This is an optimization exercise on Yosys and OpenROAD, whose aim is small area, not a production implementation.
Only simulation tests tie the RTL to the original design; equivalence was not proved.
No activity file was given, so power comes from the tool's default toggle rates.

Setup of job 2403:
==> flow/design.v (excerpt) <==
module KSmod_32_latency_5 (
  input         clk,
  input  [63:0] share0_in,
  input  [63:0] share1_in,
  input  [26:0] rand_bit_share0,
  input  [26:0] rand_bit_share1,
  output [31:0] o_share0,
  output [31:0] o_share1
);
Size: roughly 3900 cells after synthesis, ~250 I/O pins.
clock: 5.0 ns
lec_check: 0
cap_margin: 20
core_margin: 2
core_utilization: 80
cts_cluster_diameter: 60
cts_cluster_size: 30
slew_margin: 20
run.sh (not shown) runs the stock make flow with config.mk's settings and CLKGATE_MAP_FILE= SYNTH_SCRIPT=/design/flow/synth_recipe.tcl, a recipe that flattens the netlist after the stock synthesis.
### job 2403 -> job 5650
diff --git a/flow/config.mk b/flow/config.mk
--- a/flow/config.mk
+++ b/flow/config.mk
@@ -7,0 +8 @@
+export ABC_AREA = 1
@@ -10,3 +11 @@
-export CORE_UTILIZATION = 80
-export CTS_CLUSTER_DIAMETER = 60
-export CTS_CLUSTER_SIZE = 30
+export CORE_UTILIZATION = 65
Results
Job 5650 ends up with lower share of the cycle needed by the critical path after routing than job 2403 does. Overall via count from detail_route, job 2403 and job 5650, higher one = job 5650. Highest metal layer with signal wires: met4 -> job 2403, met5 -> job 5650. Post-placement setup slack (job 5650 over job 2403): increase, 18 ps. Looking only at cell count, and setting everything else aside, the lower value of job 2403 and job 5650 goes to job 2403. Job 5650 against job 2403: final setup slack of the worst path picked up an extra 120 ps; power share of the combinational group dropped 4.2 points.
[inputs] job 4819 vs job 5650
diff --git a/flow/config.mk b/flow/config.mk
--- a/flow/config.mk
+++ b/flow/config.mk
@@ -8 +7,0 @@
-export ABC_AREA = 1
## What came out
For the number of nets in the finished design, job 4819 came in 27% lower than job 5650 did.
In job 4819 relative to job 5650, synthesized net count had gone down by more than a quarter.
Diff job 5650 -> job 4819 | number of well-tap cells placed | decrease of 8.7%
On ratio of final minimum period to clock period, the lower figure sits with job 5650, not job 4819.
Proportion of final cell area spent on non-clock buffers: job 4819 > job 5650
Compared job 4819 vs job 5650, and critical path depth is down in job 4819.
Delta (job 4819 minus job 5650): biggest cell delay along the critical path rose 130 ps, synthesis-to-finish area growth moved up, via density per instance moved up, routed length on met2 went down by 6800 um.
Here is what was changed in the inputs of job 8174 compared with job 4819.
diff --git a/flow/config.mk b/flow/config.mk
--- a/flow/config.mk
+++ b/flow/config.mk
@@ -10,0 +11,2 @@
+export CTS_CLUSTER_DIAMETER = 60
+export CTS_CLUSTER_SIZE = 30
--- outcome ---
Taking job 4819 as the reference, in job 8174 clock-buffer cell count lost 62%, cell-internal power decreased 2900 uW, post-route worst setup slack went up 34 ps, cell area dropped 3.8%.
As far as max-capacitance violation count goes, job 8174 and job 4819 are indistinguishable; the numbers are identical.
In the reports for job 8174 and job 4819, the smaller combinational cell fraction of total power belongs to job 4819.
Final hold slack: job 8174 higher than job 4819
Input-level comparison between job 9165 and job 8174:
==> flow/flow/run.sh (new file) <==
#!/bin/bash
set -euo pipefail
export BUFFER_PORTS_ARGS="-buffer_cell sky130_fd_sc_hd__buf_1"
bash standard.sh > standard.log 2>&1
==> flow/standard.sh (new file) <==
#!/bin/bash
# synth_recipe.tcl (not shown) runs the flow's synth.tcl, then flattens the netlist and writes it again
# the make line also repeats each setting of config.mk as NAME=value (left out here)
make -C /OpenROAD-flow-scripts/flow DESIGN_CONFIG=/design/flow/config.mk WORK_HOME=/design/flow/orfs CLKGATE_MAP_FILE= SYNTH_SCRIPT=/design/flow/synth_recipe.tcl "${@:-finish}"
removed: flow/run.sh
Having completed the whole flow, job 9165 delivered a layout that passed the timing, design-rule and antenna checks.
Job 9165 vs. job 8174: worst setup slack after layout went up by 440 ps.
Looking at clock tree buffer count of the final layout, job 9165 sits 2 above job 8174.
Compared to job 8174, job 9165 leaves more free space in the core.
Against job 8174 as the reference, job 9165 delivers a lower slew at the pin with the worst max-slew slack.
In the tables for job 9165 and job 8174, wire length reads higher with job 8174.
Job 9165 against job 8174: power fell by 3.5%; TritonCTS buffer count fell by 1; total via count after detailed routing fell by 3.6%.
Setup changes, job 9165 to job 4305
diff --git a/flow/config.mk b/flow/config.mk
--- a/flow/config.mk
+++ b/flow/config.mk
@@ -10 +10 @@
-export CORE_UTILIZATION = 65
+export CORE_UTILIZATION = 80
--- outcome ---
- Lower number of fill cells was reported by job 4305, not job 9165.
- On count of clock buffers in the final design: job 4305 sits below job 9165.
- Going from job 9165 to job 4305, final critical-path setup slack has decreased; fraction of standard cell area in multi-input logic went up 0.58 points; fraction of area in registers shows an increase of 1.0 points; final instance area has decreased; level count of the clock H-tree lower.
- Job 4305: done, clean on timing, DRC and antenna
- Job 4305 vs job 9165 — number of rows in the core area dropped by more than 10%
- Power in job 4305 is 550 uW lower than in job 9165

[re-timing with driven ports]
Ports are ideal in the flow. The routed layouts listed here were re-timed in OpenROAD.
Step 1, drivers: a clkbuf_16 drives clk and a buf_2 each remaining input, both assumed.
Step 2 adds t to the input delays and takes it off the output delays; t is the mean of the earliest and latest rising clock arrival at the registers after step 1. Input paths then give back, and output paths get back, about the clock's delay inside the block.
a / b / c = ideal / step 1 / step 2; a / b = the first two.
run | t, ns | setup WS [ns] | pins driven straight from the clock port
job 2403 | 0.724 | 1.388 / 1.322 / 1.730 | 1
job 5650 | 0.778 | 1.506 / 1.437 / 1.708 | 1
job 4819 | 0.764 | 1.307 / 1.237 / 1.717 | 1
job 8174 | 0.705 | 1.341 / 1.270 / 1.717 | 1
job 9165 | 0.698 | 1.780 / 1.713 / 2.411 | 1
job 4305 | 0.720 | 1.679 / 1.616 / 2.337 | 1
After both steps every run listed still meets setup and hold.
